This design comes from an exercise in tuning for small area, a short achievable clock period and few clock cycles per item on the open sky130 flow, not from production work. At most, simulation tests tie the RTL to the original design; equivalence was not proved. Power is estimated from default activity; no workload was simulated.

## wallace_multi
module wallace_multi (
    input clk,
    input rst,
    input [15:0] a,
    input [15:0] b,
    output reg [31:0] p,
    output reg done
);
Settings: LEC_CHECK=0, CAP_MARGIN=20, CORE_MARGIN=2, CORE_UTILIZATION=40, CTS_BUF_LIST=sky130_fd_sc_hd__clkbuf_8, CTS_CLUSTER_DIAMETER=80, CTS_CLUSTER_SIZE=16, SETUP_SLACK_MARGIN=1.9, SLEW_MARGIN=20, SYNTH_HIERARCHICAL=1; clock period 4.0 ns.
standard.sh (not shown) runs the stock make flow with config.mk's settings and CLKGATE_MAP_FILE= SYNTH_SCRIPT=/design/flow/synth_recipe.tcl, a recipe that flattens the netlist after the stock synthesis.
==> flow/flow/run.sh <==
#!/bin/bash
set -euo pipefail
export BUFFER_PORTS_ARGS="-buffer_cell sky130_fd_sc_hd__buf_1"
bash standard.sh finish > orfs_make.log 2>&1
The first run produced a clean layout.
Testbench counts at the start, summed over its fixed seeds: cycles 16,024, items 16,000.
Change:
Settings changed: SETUP_SLACK_MARGIN 1.9 to 2.0.
The new run completed without violations.
Flip-flop and latch count does not change.
Clock power climbs by about a fifth.
Clock skew went up by 0.015 ns.
Cell count is higher by a few percent.
Worst setup slack is worse by 0.027 ns.
Hold slack gets worse by 0.011 ns.
Final area grows by a few percent.
Core utilization grows by 2.3 points.
Change:
Settings changed: SETUP_SLACK_MARGIN 2.0 to 1.8.
Result: Design area went down by a few percent. Clock-buffer cell count went down by 1. Wire length fell by a little under a tenth. Setup slack is worse by 0.056 ns. Total power drops by a little under a tenth. Synthesized cell count does not change.
Change:
Settings changed: CORE_UTILIZATION 40 to 50, SETUP_SLACK_MARGIN 1.8 to 1.9.
What happened: The new run completed without violations. Power increases by 3.5%. Combinational power increases by 8.4%. Count of clock-buffer cells in the layout does not change. Non-clock buffer count increases by 8. Maximum frequency increases by 2.7%.

Another version of the RTL of wallace_multi (not shown whole).
For scale: ~230 flip-flops, ~0.011 mm2 of cells after synthesis.
Settings: LEC_CHECK=0, CAP_MARGIN=20, CORE_MARGIN=2, CORE_UTILIZATION=40, CTS_BUF_LIST=sky130_fd_sc_hd__clkbuf_8, CTS_CLUSTER_DIAMETER=80, CTS_CLUSTER_SIZE=16, SETUP_SLACK_MARGIN=1.8, SLEW_MARGIN=20, SYNTH_HIERARCHICAL=1; clock period 4.0 ns.
==> flow/flow/run.sh <==
#!/bin/bash
set -euo pipefail
export BUFFER_PORTS_ARGS="-buffer_cell sky130_fd_sc_hd__buf_2"
bash standard.sh finish > orfs_make.log 2>&1
The starting point ran to the end with no violations.
Testbench counts at the start, summed over its fixed seeds: cycles 16,024, items 16,000.
Rerun with:
SETUP_SLACK_MARGIN = 1.6   (was 1.8)
What happened: The changed run completed without violations. Core utilization drops by 1.2 points. Combinational power drops by 7.1%. Sequential power barely changes. Cell area drops by 2.6%. Synthesized area is unchanged. Global-route usage drops by 0.59 points. Critical path depth drops by 1. Fmax drops by 7.0%.
Rerun with:
==> flow/flow/run.sh (replaced) <==
#!/bin/bash
set -euo pipefail
export BUFFER_PORTS_ARGS="-buffer_cell sky130_fd_sc_hd__buf_1"
bash standard.sh finish > orfs_make.log 2>&1
CTS_CLUSTER_DIAMETER = 100   (was 80)
CTS_CLUSTER_SIZE = 20   (was 16)
SETUP_SLACK_MARGIN = 1.8   (was 1.6)
What happened: Maximum frequency climbs by a little under a tenth. Via count rose slightly. Routed wire length went up by a few percent. Non-clock buffer count rose by 13. Setup slack is better by 0.17 ns.
Rerun with:
==> flow/flow/run.sh (replaced) <==
#!/bin/bash
set -euo pipefail
export BUFFER_PORTS_ARGS="-buffer_cell sky130_fd_sc_hd__buf_2"
bash standard.sh finish > orfs_make.log 2>&1
CTS_CLUSTER_DIAMETER = 80   (was 100)
CTS_CLUSTER_SIZE = 16   (was 20)
SETUP_SLACK_MARGIN = 2.0   (was 1.8)
Effect:
- power came out higher by about 8%
- synthesized area is unchanged
- design area is higher by about 7%
- worst hold slack gains 0.22 ns
- sequential share of layout area drops by 2.3 points
- worst setup slack improved by 0.021 ns
- clock power came out higher by about 5%
- die area is unchanged
- critical path depth is unchanged
- routed wire length rose by about 6%

wallace_multi, a different RTL version from the one above (not shown whole).
For scale: about 750 cells after synthesis, roughly 67 I/O pins, about 0.0096 sq mm of cells after synthesis.
clock: 4.0 ns
lec_check: 0
cap_margin: 20
core_margin: 2
core_utilization: 40
setup_slack_margin: 0.8
slew_margin: 20
synth_hierarchical: 1
==> flow/flow/run.sh <==
#!/bin/bash
set -euo pipefail
export BUFFER_PORTS_ARGS="-buffer_cell sky130_fd_sc_hd__buf_2"
bash standard.sh finish > orfs_make.log 2>&1
Next try:
==> flow/run.sh (new file) <==
#!/bin/bash
# synth_recipe.tcl (not shown) runs the flow's synth.tcl, then flattens the netlist and writes it again
# the make line also repeats each setting of config.mk as NAME=value (left out here)
make -C /OpenROAD-flow-scripts/flow DESIGN_CONFIG=/design/flow/config.mk WORK_HOME=/design/flow/orfs CLKGATE_MAP_FILE= SYNTH_SCRIPT=/design/flow/synth_recipe.tcl finish
SETUP_SLACK_MARGIN = unset   (was 0.8)
removed: flow/flow/run.sh
removed: flow/standard.sh
Via count came out higher by 0.84%.
Cell count fell by about 0.4%.
Global-route usage climbs by 0.15 points.
Clock power stays flat.
Next try:
SETUP_SLACK_MARGIN = 0.8   (was unset)
Result:
- synthesized area does not change
- utilization rises by 0.50 points
- wire length rises by 1.1%
- final area rises by 1.0%
- non-clock buffer count rises by 8
- power falls by 0.47%
- worst hold slack stays flat
- cell count rises by 0.66%
Function was not checked in any run of this note: the RTL went through the layout flow alone.

wallace_multi, a different RTL version from the one above (not shown whole).
Size: roughly 840 cells after synthesis, ~67 I/O pins, about 11000 um2 of cells after synthesis.
clock: 4.0 ns
lec_check: 0
cap_margin: 20
core_margin: 2
core_utilization: 40
cts_buf_list: sky130_fd_sc_hd__clkbuf_8
cts_cluster_diameter: 80
cts_cluster_size: 16
setup_slack_margin: 1.7
slew_margin: 20
synth_hierarchical: 1
==> flow/flow/run.sh <==
#!/bin/bash
set -euo pipefail
export BUFFER_PORTS_ARGS="-buffer_cell sky130_fd_sc_hd__buf_2"
bash standard.sh finish > orfs_make.log 2>&1
Edit:
--- a/flow/config.mk
+++ b/flow/config.mk
@@ -14 +14 @@
-export SETUP_SLACK_MARGIN = 1.7
+export SETUP_SLACK_MARGIN = 1.9
Effect: Non-clock buffer count climbs by 21; worst setup slack improved by 36 ps; clock power drops by about 3%; die area is unchanged; global-route usage climbs by 0.24 points.
No run of this note included a check of the RTL's function; only the layout flow was run.

## build 86
Another version of the RTL of wallace_multi (not shown whole).
Size: ~230 flip-flops, about 67 I/O pins, about 11000 sq um of cells after synthesis.
clock: 4.0 ns
lec_check: 0
cap_margin: 20
core_margin: 2
core_utilization: 50
cts_buf_list: sky130_fd_sc_hd__clkbuf_8
cts_cluster_diameter: 80
cts_cluster_size: 16
setup_slack_margin: 1.9
slew_margin: 20
synth_hierarchical: 1
==> flow/flow/run.sh <==
#!/bin/bash
set -euo pipefail
export BUFFER_PORTS_ARGS="-buffer_cell sky130_fd_sc_hd__buf_1"
bash standard.sh finish > orfs_make.log 2>&1
Testbench counts of build 86, summed over its fixed seeds: cycles 16,024, items 16,000.
Setup changes, build 86 to build 88
Settings: swapping 1.9 for 2.0 in SETUP_SLACK_MARGIN; swapping 50 for 40 in CORE_UTILIZATION.
Findings:
Setup slack: build 88 more than build 86
Maximum VDD drop: build 88 vs build 86 up 4.0%
Build 88 vs build 86, via count went up by 2.8%.
For build 72, these inputs were changed with respect to build 88:
Settings: SETUP_SLACK_MARGIN: 2.0 -> 1.9.
==> summary.txt <==
- Build 88 finished every stage and its layout cleared the timing, DRC and antenna checks.
- Build 72 finished every stage and its layout cleared the timing, DRC and antenna checks.
- Summary: with build 88 as the reference, register area in build 72 moved down slightly.
- Sort build 72 and build 88 by filler-free cell count of the finished design desc -> top: build 88
- Looking at via count of the first global-routing pass, build 72 sits below build 88.
- Changes observed in build 72 relative to build 88: switching power as a share of total power about even, routability congestion estimate from global placement fell 1.0%.
- [compare] base=build 88 new=build 72: global-route wire length before repair -about 2.3%, utilization of the core after routing -3.2 points.
- Leakage power of the design is lower on build 72
- [build 72 vs build 88] total power: lower in build 72
- Reported for build 72 and build 88, synthesized net count turned out identical to the last digit.

== lane 5 ==
wallace_multi, a different RTL version from the one above (not shown whole).
Size in the first run: about 67 I/O pins.
Settings: LEC_CHECK=0, CAP_MARGIN=20, CORE_MARGIN=2, CORE_UTILIZATION=40, SETUP_SLACK_MARGIN=1.5, SLEW_MARGIN=20, SYNTH_HIERARCHICAL=1; clock period 4.0 ns.
run.sh (not shown) runs the stock make flow with config.mk's settings and CLKGATE_MAP_FILE= SYNTH_SCRIPT=/design/flow/synth_recipe.tcl, a recipe that flattens the netlist after the stock synthesis.
Stock flow here: none of the scripts above is used.
## Diff of input files: lane 3 against lane 5
Settings: a deleted SETUP_SLACK_MARGIN that had been 1.5.
[summary]
- Setup slack, lane 3 and lane 5, lower one = lane 3.
- Going from lane 5 to lane 3, critical path depth has decreased, final period demand of the worst path has increased, number of vias per cell has decreased, wire length reported by the detailed router has decreased.
- Relative to lane 5, core utilization has gone down in lane 3.
No run of this note included a check of the RTL's function; only the layout flow was run.

wallace_multi, a different RTL version from the one above (not shown whole).
For scale: about 240 flip-flops, ~11,000 sq um of cells after synthesis.
Settings: LEC_CHECK=0, CAP_MARGIN=20, CORE_MARGIN=2, CORE_UTILIZATION=40, CTS_BUF_LIST=sky130_fd_sc_hd__clkbuf_8, CTS_CLUSTER_SIZE=30, SETUP_SLACK_MARGIN=1.6, SLEW_MARGIN=20, SYNTH_HIERARCHICAL=1; clock period 4.0 ns.
standard.sh (not shown) runs the stock make flow with config.mk's settings and CLKGATE_MAP_FILE= SYNTH_SCRIPT=/design/flow/synth_recipe.tcl, a recipe that flattens the netlist after the stock synthesis.
==> flow/flow/run.sh <==
#!/bin/bash
set -euo pipefail
export BUFFER_PORTS_ARGS="-buffer_cell sky130_fd_sc_hd__buf_2"
bash standard.sh finish > orfs_make.log 2>&1
The baseline finished with timing, DRC and antenna clean.
Testbench counts at the start, summed over its fixed seeds: cycles 16,024, items 16,000.
Change:
CORE_UTILIZATION = 60   (was 40)
CTS_BUF_LIST = unset   (was sky130_fd_sc_hd__clkbuf_8)
CTS_CLUSTER_SIZE = unset   (was 30)
Result:
- global-route usage grows by 6.8 points
- worst hold slack barely changes
- worst setup slack degrades by 67 ps
- sequential share of layout area goes up by 0.62 points
Change:
CORE_UTILIZATION = 40   (was 60)
CTS_BUF_LIST = sky130_fd_sc_hd__clkbuf_4   (was unset)
Outcome: Routed wire length rose by a few percent. Fmax rose by a few percent. Final area rose slightly. Via count rose slightly. Worst hold slack improves by 140 ps. Die area rose by well over a third.
Change:
CTS_BUF_LIST = sky130_fd_sc_hd__clkbuf_8   (was sky130_fd_sc_hd__clkbuf_4)
CTS_CLUSTER_DIAMETER = 80   (was unset)
CTS_CLUSTER_SIZE = 16   (was unset)
=> Global-route usage shrinks by 0.32 points; clock skew shrinks by 21 ps; flip-flop and latch count is unchanged; combinational power grows by a few percent; count of clock-buffer cells in the layout shrinks by 66; worst hold slack got worse by 170 ps.
Change:
CTS_BUF_LIST = unset   (was sky130_fd_sc_hd__clkbuf_8)
CTS_CLUSTER_DIAMETER = unset   (was 80)
CTS_CLUSTER_SIZE = unset   (was 16)
What happened: The changed run finished with timing, DRC and antenna clean. Global-route usage barely changes. Setup slack gains 4.4 ps. Via count climbs by 0.53%. Die area does not change. Combinational power drops by about 2%. Clock power climbs by 110%. Synthesized cell count stays the same. Final area climbs by 4.7%. Hold slack gains 30 ps. Power climbs by 12%. Sequential cell count does not change.

Setup of east:
wallace_multi, a different RTL version from the one above (not shown whole).
Size: about 320 flip-flops.
Settings: LEC_CHECK=0, CAP_MARGIN=20, CORE_MARGIN=2, CORE_UTILIZATION=55, CTS_BUF_LIST=sky130_fd_sc_hd__clkbuf_8, CTS_CLUSTER_DIAMETER=80, CTS_CLUSTER_SIZE=16, SETUP_SLACK_MARGIN=2.0, SLEW_MARGIN=20, SYNTH_HIERARCHICAL=1; clock period 4.0 ns.
Scripts as last shown in full above: flow/flow/run.sh
Both conditions hold for east: the flow ran to the end and the final layout passed the timing, DRC and antenna checks.
Testbench counts of east, summed over its fixed seeds: cycles 16,032, items 16,000.
Here is what was changed in the inputs of west compared with east.
# east
export LEC_CHECK = 0
export CAP_MARGIN = 20
export CORE_MARGIN = 2
export CORE_UTILIZATION = 55
export CTS_BUF_LIST = sky130_fd_sc_hd__clkbuf_8
export CTS_CLUSTER_DIAMETER = 80
export CTS_CLUSTER_SIZE = 16
export SETUP_SLACK_MARGIN = 2.0
export SLEW_MARGIN = 20
export SYNTH_HIERARCHICAL = 1
create_clock -name core_clock -period 4.0 [get_ports {clk}]
# west
export LEC_CHECK = 0
export CAP_MARGIN = 20
export CORE_MARGIN = 2
export CORE_UTILIZATION = 40
export CTS_BUF_LIST = sky130_fd_sc_hd__clkbuf_8
export CTS_CLUSTER_DIAMETER = 80
export CTS_CLUSTER_SIZE = 16
export SETUP_SLACK_MARGIN = 2.0
export SLEW_MARGIN = 20
export SYNTH_HIERARCHICAL = 1
create_clock -name core_clock -period 4.0 [get_ports {clk}]
Notes after the runs:
Delta (west minus east): portion of the clock cycle consumed by the worst path in the final layout picked up an extra 0.37 points, total power draw moved up, number of buffers other than clock buffers in the final layout now smaller, wire length increased 340 µm, post-synthesis cell type count held steady. west vs. east: area used by sequential logic in the layout held steady, worst setup slack after placement grew by 0.091 ns. Result for west and east: all clean. Delta (west minus east): final critical-path required period higher, fraction of area in multi-input gates has decreased, via total after detailed routing flat.

Starting RTL as in the previous note.
export LEC_CHECK = 0
export CAP_MARGIN = 20
export CORE_MARGIN = 2
export CORE_UTILIZATION = 40
export CTS_BUF_LIST = sky130_fd_sc_hd__clkbuf_8
export CTS_CLUSTER_DIAMETER = 80
export CTS_CLUSTER_SIZE = 16
export SETUP_SLACK_MARGIN = 2.0
export SLEW_MARGIN = 20
export SYNTH_HIERARCHICAL = 1
create_clock -name core_clock -period 4.0 [get_ports {clk}]
==> flow/flow/run.sh <==
#!/bin/bash
set -euo pipefail
export BUFFER_PORTS_ARGS="-buffer_cell sky130_fd_sc_hd__buf_1"
bash standard.sh finish > orfs_make.log 2>&1
The baseline finished with timing, DRC and antenna clean.
Testbench counts at the start, summed over its fixed seeds: cycles 16,032, items 16,000.
Next try:
==> flow/flow/run.sh (replaced) <==
#!/bin/bash
set -euo pipefail
export BUFFER_PORTS_ARGS="-buffer_cell sky130_fd_sc_hd__buf_2"
bash standard.sh finish > orfs_make.log 2>&1
- SETUP_SLACK_MARGIN: 2.0 -> 2.2
Result: The changed run completed without violations; clock-buffer cell count climbs by 1; register-to-register slack improved by 0.02 ns; first-iteration DRC count climbs by 31%; non-clock buffer count grows by 25; utilization climbs by 2.1 points; routed wire length is higher by 2.8%; total power rose by 3.9%; worst setup slack is better by 0.018 ns; cell area grows by 4.8%; combinational power goes up by 10%; die area stays the same.

==> what the ideal ports hide <==
Ports are ideal in the flow. The routed layouts listed here were re-timed in OpenROAD.
Step 1, drivers: a clkbuf_16 drives clk and a buf_2 each remaining input, both assumed.
Step 2 times the ports against the registers' clock, not the clock port: input delays grow and output delays shrink by t, the midpoint of the rising clock arrivals with the driver on.
a / b / c = ideal / step 1 / step 2; a / b = the first two.
run | shift t [ns] | setup slack, ns | latest minus earliest clock arrival (ns) | cell pins on the clock port's net
the first run of note 1 | 0.555 | 1.938 / 1.938 / 1.938 | 0.018 / 0.018 | 1
the second run of note 1 | 0.560 | 1.911 / 1.911 / 1.911 | 0.031 / 0.030 | 1
the third run of note 1 | 0.567 | 1.855 / 1.855 / 1.855 | 0.024 / 0.024 | 1
the fourth run of note 1 | 0.552 | 1.912 / 1.912 / 1.912 | 0.025 / 0.025 | 1
the first run of note 2 | 0.571 | 1.788 / 1.788 / 1.788 | 0.027 / 0.027 | 1
the second run of note 2 | 0.559 | 1.621 / 1.621 / 1.621 | 0.029 / 0.029 | 1
the third run of note 2 | 0.548 | 1.792 / 1.792 / 1.792 | 0.025 / 0.025 | 1
the fourth run of note 2 | 0.566 | 1.814 / 1.814 / 1.814 | 0.022 / 0.022 | 1
the first run of note 3 | 0.465 | 0.907 / 0.907 / 0.907 | 0.010 / 0.009 | 1
the second run of note 3 | 0.472 | 0.723 / 0.723 / 0.723 | 0.009 / 0.009 | 1
the third run of note 3 | 0.465 | 0.914 / 0.914 / 0.914 | 0.011 / 0.011 | 1
the first run of note 4 | 0.566 | 1.743 / 1.743 / 1.743 | 0.034 / 0.034 | 1
the second run of note 4 | 0.574 | 1.779 / 1.779 / 1.779 | 0.027 / 0.027 | 1
build 86 | 0.561 | 1.800 / 1.800 / 1.800 | 0.036 / 0.036 | 1
build 88 | 0.570 | 1.823 / 1.823 / 1.823 | 0.016 / 0.017 | 1
build 72 | 0.573 | 1.825 / 1.825 / 1.825 | 0.024 / 0.025 | 1
lane 5 | 0.577 | 1.356 / 1.356 / 1.356 | 0.030 / 0.030 | 1
lane 3 | 0.558 | 0.930 / 0.930 / 0.930 | 0.007 / 0.007 | 1
the first run of note 7 | 0.561 | 1.592 / 1.592 / 1.592 | 0.016 / 0.017 | 1
the second run of note 7 | 0.558 | 1.525 / 1.525 / 1.525 | 0.011 / 0.011 | 1
the third run of note 7 | 0.704 | 1.587 / 1.587 / 1.587 | 0.033 / 0.033 | 1
the fourth run of note 7 | 0.569 | 1.591 / 1.591 / 1.591 | 0.014 / 0.014 | 1
the fifth run of note 7 | 0.563 | 1.595 / 1.595 / 1.595 | 0.016 / 0.016 | 1
east | 0.609 | 2.043 / 2.043 / 2.043 | 0.017 / 0.017 | 1
west | 0.605 | 2.029 / 2.029 / 2.029 | 0.023 / 0.023 | 1
the first run of note 9 | 0.607 | 2.028 / 2.028 / 2.028 | 0.018 / 0.018 | 1
the second run of note 9 | 0.609 | 2.046 / 2.046 / 2.046 | 0.043 / 0.043 | 1
After both steps every run listed still meets setup and hold.
